Context: an optimization exercise on an open-source flow, tuned for small area. The choices shown serve that exercise and are no tape-out recipe.
Function was checked by simulation only, so behaviour that the tests miss may differ from the original.
Power is estimated from default activity; no workload was simulated.

==> 03-06: inputs <==
Design dk_core, start of the top module:
module dk_core(
	input wire clk,
	input wire reset,
	input wire tick_fast,
	input wire tick_slow,
	input wire [4:0] keys,
	input wire [1:0] SW,
	output wire [1:0] game_state,
	output wire [1:0] menu_state,
	output wire [9:0] mario_x,
	output wire [8:0] mario_y,
	output wire [2:0] mario_state,
	output wire [3:0] mario_anim,
	output wire kong_state,
	output wire [1:0] kong_anim,
	output wire queue_state,
	output wire queue_anim,
	output wire [159:0] barrel_x_all,
	output wire [143:0] barrel_y_all,
	output wire [31:0] barrel_state_all,
	output wire [47:0] barrel_anim_all,
	output wire collision,
	output wire [23:0] score_bcd
    );
==> flow/config.mk <==
export PLATFORM = sky130hd
export DESIGN_NAME = dk_core
export DESIGN_NICKNAME = dk_core
export VERILOG_FILES = /design/flow/design.v
export SDC_FILE = /design/flow/constraint.sdc
export NUM_CORES = 4
export LEC_CHECK = 0
export CAP_MARGIN = 5
export CORE_MARGIN = 2
export CORE_UTILIZATION = 80
export SLEW_MARGIN = 5
==> flow/constraint.sdc <==
create_clock -name core_clock -period 30.0 [get_ports {clk}]
set_input_delay 6.0000 -clock core_clock [delete_from_list [all_inputs] [get_ports {clk}]]
set_output_delay 6.0000 -clock core_clock [all_outputs]
set_load 0.01 [all_outputs]
standard.sh (not shown) runs the stock make flow with config.mk's settings and CLKGATE_MAP_FILE= SYNTH_SCRIPT=/design/flow/synth_recipe.tcl, a recipe that flattens the netlist after the stock synthesis.
==> flow/flow/run.sh <==
#!/bin/bash
# Layout flow: the standard flow, with
#  - ABC mapping for area: ORFS's own scripts, copied, with abc_speed.script
#    replaced by flow/abc_speed.script (ORFS's speed script with area
#    recovery in &nf, two more choice-and-map rounds, and without ABC's
#    buffering and gate upsizing, which placement undoes or repeats
#    anyway); ABC maps only the logic between the registers, so the
#    registers are the standard synthesis's;
#  - the port buffers made from the smallest buffer cell instead of the one
#    buffer_ports picks by default;
#  - a clock tree of small clock buffers (clkbuf_4), each driving a cluster
#    of up to 10 registers, without dummy loads.
# The make output goes to flow_make.log here.
set -euo pipefail
rm -rf scripts_alt
cp -r "$FLOW_HOME/scripts" scripts_alt
cp flow/abc_speed.script scripts_alt/abc_speed.script
bash standard.sh \
  "SCRIPTS_DIR=$PWD/scripts_alt" \
  "BUFFER_PORTS_ARGS=-buffer_cell sky130_fd_sc_hd__buf_1" \
  "CTS_ARGS=-sink_clustering_enable -repair_clock_nets -dont_use_dummy_load -buf_list {sky130_fd_sc_hd__clkbuf_4} -sink_clustering_size 10 -sink_clustering_max_diameter 40" \
  finish > flow_make.log 2>&1
==> flow/flow/abc_speed.script <==
strash
&get -n
&st
&dch
&nf -R 1000
&st
&syn2
&if -g -K 6
&synch2
&nf -R 1000
&st
&syn2
&if -g -K 6
&synch2
&nf -R 1000
&st
&dch -f
&nf -R 2000
&st
&dch -f
&nf -R 2000
&put
topo
stime -c
==> 01-12: changes against 03-06 <==
--- a/flow/design.v
+++ b/flow/design.v
@@ -155,19 +155,19 @@
                MARIO_DIE4        = 4'b1101;
     wire KEYUP    = keydown[0];
     wire KEYLEFT  = keydown[1];
     wire KEYRIGHT = keydown[2];
     wire KEYDOWN  = keydown[3];
     wire KEYJUMP  = keydown[4];
-    function [10:0] add11(input [10:0] a, input [10:0] b);
+    function [12:0] add13(input [12:0] a, input [12:0] b);
         integer i;
         reg c;
         begin
             c = 1'b0;
-            for (i = 0; i < 11; i = i + 1) begin
-                add11[i] = a[i] ^ b[i] ^ c;
+            for (i = 0; i < 13; i = i + 1) begin
+                add13[i] = a[i] ^ b[i] ^ c;
                 c = (a[i] & b[i]) | (c & (a[i] ^ b[i]));
             end
         end
     endfunction
     function [9:0] add10(input [9:0] a, input [9:0] b);
         integer i;
@@ -199,15 +199,15 @@
     wire v_neg = vq[9] | vr[4];
     wire v_wrap = (vq == 10'sd409) & (vr >= 5'sd3);                        
     wire v_carry = v_neg ? (vq[9] & (vr >= -5'sd2) & (vr <= 5'sd0)) : (vr >= 5'sd7);
     wire [9:0] vq_inc = add10(vq, 10'd1);
     wire signed [9:0] vq_acc = v_wrap ? -10'sd409 : (v_carry ? vq_inc : vq);
     wire signed [4:0] vr_acc = v_wrap ? vr - 5'sd9 : (v_carry ? vr - 5'sd7 : vr + 5'sd3);
-    wire [10:0] ys = add11({2'd0, y}, {vq[9], vq});
+    wire [12:0] ys = add13({4'd0, y}, {{3{vq[9]}}, vq});
     wire [9:0]  xs = add10(x, SPEED_X);
-    wire ys_hi0 = ys[10:9] == 2'd0;       
+    wire ys_hi0 = ys[12:9] == 4'd0;
     wire [8:0] ysl = ys[8:0];
     wire xs_l0 = xs >= 10'd217 && xs <= 10'd387;
     wire xs_l1 = xs < 10'd591;    
     wire xs_l2 = xs >= 10'd16;    
     wire COLLATION_DOWN = (y >= 9'd425 && y <= 9'd475) |
                           (x >= 10'd217 && x <= 10'd387 && y >= 9'd17 && y <= 9'd34) |
@@ -235,30 +235,29 @@
                     (x >= 10'd546 && x <= 10'd560 && y >= 9'd249 && y <= 9'd341) |
                     (x >= 10'd53  && x <= 10'd67  && y >= 9'd339 && y <= 9'd426);
     wire [9:0] x_move = (xs < 10'd5) ? 10'd5 : (xs > 10'd606) ? 10'd606 : xs;
     wire x_stop = (xs < 10'd5) | (xs > 10'd606);
     reg [8:0] y_fly;
     always @(*) begin
-        if (ys_hi0 && ysl < 9'd5) y_fly = 9'd5;
+        if (ys < 13'd5) y_fly = 9'd5;
         else if (ys_hi0 && ysl > 9'd53  && ysl < 9'd70  && xs_l0) y_fly = 9'd70;
         else if (ys_hi0 && ysl > 9'd115 && ysl < 9'd131 && xs_l1) y_fly = 9'd131;
         else if (ys_hi0 && ysl > 9'd197 && ysl < 9'd213 && xs_l2) y_fly = 9'd213;
         else if (ys_hi0 && ysl > 9'd286 && ysl < 9'd302 && xs_l1) y_fly = 9'd302;
         else if (ys_hi0 && ysl > 9'd376 && ysl < 9'd393 && xs_l2) y_fly = 9'd393;
         else if (ys_hi0 && ysl > 9'd461 && ysl < 9'd479) y_fly = 9'd479;
-        else if ((~ys[10] && ys[9:0] > 10'd425) || (ys[10] && ys[9:0] < 10'd988)) y_fly = 9'd425;   
+        else if (ys > 13'd425 && ys < 13'd8156) y_fly = 9'd425;
         else if (ys_hi0 && ysl > 9'd17  && ysl < 9'd34  && xs_l0) y_fly = 9'd17;
         else if (ys_hi0 && ysl > 9'd79  && ysl < 9'd95  && xs_l1) y_fly = 9'd79;
         else if (ys_hi0 && ysl > 9'd161 && ysl < 9'd177 && xs_l2) y_fly = 9'd161;
         else if (ys_hi0 && ysl > 9'd250 && ysl < 9'd266 && xs_l1) y_fly = 9'd250;
         else if (ys_hi0 && ysl > 9'd340 && ysl < 9'd357 && xs_l2) y_fly = 9'd340;
         else y_fly = ysl;
     end
-    wire [10:0] y_pm3 = add11({2'd0, y}, KEYUP ? 11'h7fd : 11'd3);    
-    wire [8:0] y_up   = (y >= 9'd3 && y <= 9'd7) ? 9'd5 : y_pm3[8:0];
-    wire [8:0] y_down = (y >= 9'd423 && y <= 9'd472) ? 9'd425 : y_pm3[8:0];
+    wire [8:0] y_up   = (y >= 9'd3 && y <= 9'd7) ? 9'd5 : y - 9'd3;
+    wire [8:0] y_down = (y >= 9'd423 && y <= 9'd472) ? 9'd425 : y + 9'd3;
     assign x = ~xn;
     assign y = ~yn;
     reg [2:0] next_state;
     reg [4:0] animation_counter;
     reg last_direction;
     always @(posedge clk) begin
@@ -591,16 +590,14 @@
 endmodule
 module score_total(
     input wire clk,
     input wire rst,
     input wire [15:0] goal,
     input wire [15:0] wrap,
-    output wire [19:0] score_dec    
+    output reg [19:0] score_dec     
 );
-    reg [17:0] dec;
-    assign score_dec = {2'b00, dec};
     function [1:0] fa(input a, input b, input c);
         fa = {(a & b) | (c & (a ^ b)), a ^ b ^ c};
     endfunction
     function [4:0] pop16(input [15:0] v);
         reg [1:0] a0, a1, a2, a3, a4, b0, b1, b2, d0, d1, d2, e0, e1, e2;
         begin
@@ -668,14 +665,14 @@
     wire [4:0] t0 = dadd(s0[3:0], wk[3:0], 1'b1);
     wire [4:0] t1 = dadd(s1[3:0], wk[7:4], t0[4]);
     wire [4:0] t2 = dadd(s2[3:0], wk[11:8], t1[4]);
     wire [4:0] t3 = dadd(s3[3:0], wk[15:12], t2[4]);
     wire [4:0] t4 = dadd(s4[3:0], wk[19:16], t3[4]);
     always @(posedge clk) begin
-        if (rst) dec <= 18'd0;
-        else dec <= {t4[1:0], t3[3:0], t2[3:0], t1[3:0], t0[3:0]};
+        if (rst) score_dec <= 20'd0;
+        else score_dec <= {t4[3:0], t3[3:0], t2[3:0], t1[3:0], t0[3:0]};
     end
 endmodule
 `timescale 1ns / 1ps
 module dk_core(
 	input wire clk,
 	input wire reset,
==> flow/flow/run.sh (replaced) <==
#!/bin/bash
# Layout flow: the standard flow, with
#  - ABC mapping for area: ORFS's own scripts, copied, with abc_speed.script
#    replaced by flow/abc_speed.script (ORFS's speed script with area
#    recovery in &nf and without ABC's buffering and gate upsizing, which
#    placement undoes or repeats anyway); the synthesis is otherwise the
#    standard one, so the registers are the same;
#  - the port buffers made from the smallest buffer cell instead of the one
#    buffer_ports picks by default;
#  - a clock tree of larger clusters, without dummy loads.
# The make output goes to flow_make.log here.
set -euo pipefail
rm -rf scripts_alt
cp -r "$FLOW_HOME/scripts" scripts_alt
cp flow/abc_speed.script scripts_alt/abc_speed.script
bash standard.sh \
  "SCRIPTS_DIR=$PWD/scripts_alt" \
  "BUFFER_PORTS_ARGS=-buffer_cell sky130_fd_sc_hd__buf_1" \
  "CTS_ARGS=-sink_clustering_enable -repair_clock_nets -dont_use_dummy_load -buf_list {sky130_fd_sc_hd__clkbuf_8} -sink_clustering_size 16 -sink_clustering_max_diameter 50" \
  finish > flow_make.log 2>&1
==> flow/flow/abc_speed.script (replaced) <==
strash
&get -n
&st
&dch
&nf -R 1000
&st
&syn2
&if -g -K 6
&synch2
&nf -R 1000
&st
&syn2
&if -g -K 6
&synch2
&nf -R 1000
&put
topo
stime -c
==> flow/config.mk (replaced) <==
export PLATFORM = sky130hd
export DESIGN_NAME = dk_core
export DESIGN_NICKNAME = dk_core
export VERILOG_FILES = /design/flow/design.v
export SDC_FILE = /design/flow/constraint.sdc
export NUM_CORES = 4
export LEC_CHECK = 0
export CAP_MARGIN = 5
export CORE_MARGIN = 2
export CORE_UTILIZATION = 55
export SLEW_MARGIN = 5
==> comparison table <==
quantity	01-12	03-06
Status	no timing/DRC/antenna violations	no timing/DRC/antenna violations
Flip-flop and latch share of the layout cell area	26.30%	27.35%
Number of multi-input combinational cells	4408	4313
Reg-to-Reg Start	barrel_generator[4].myScore.state[0]	barrel_generator[1].myScore.state[0]
Register-to-register setup slack	14.60 ns	14.49 ns
Total Power	1.738 mW	1.562 mW
Via count normalized by instance count	5.909	6.714
Count of placed standard cells in the final layout, fillers left out	7552	7053
Detailed placement HPWL	118700 um	116600 um
Port bufs	450	448
Area enclosed by the die boundary	0.09683 mm2	0.06532 mm2
Total area of sequential cells	0.01488 mm2	0.01484 mm2
Post-synthesis share of cell area spent on xor and xnor gates	2.042%	1.574%
Post-Route Hold Slack	0.4843 ns	0.4538 ns
Total GRT Usage	32.16%	47.40%
Simple-Gate Fraction of Synth Area	23.22%	23.07%
Global placement routability congestion	0.9244	0.9903

-- what the ideal ports hide --
In the flow no input, the clock included, has a driving cell. The finished layouts below were timed again as built, in two steps. Step 1: set_driving_cell puts a clkbuf_16 on clk and a buf_2 on each other input, an assumption about the parent block. Step 2 moves the port delays by t, midway between the first and last clock arrival at a register: inputs arrive t later, outputs are due t later. That takes back most of the time a late clock gives input paths. a / b / c = ideal / step 1 / step 2; a / b = the first two.
run	t, ns	setup slack, ns	worst setup path at the end
03-06	0.995	14.492 / 14.492 / 14.492	register to register
01-12	0.813	14.597 / 14.597 / 14.597	register to register
After both steps every run listed still meets setup and hold.
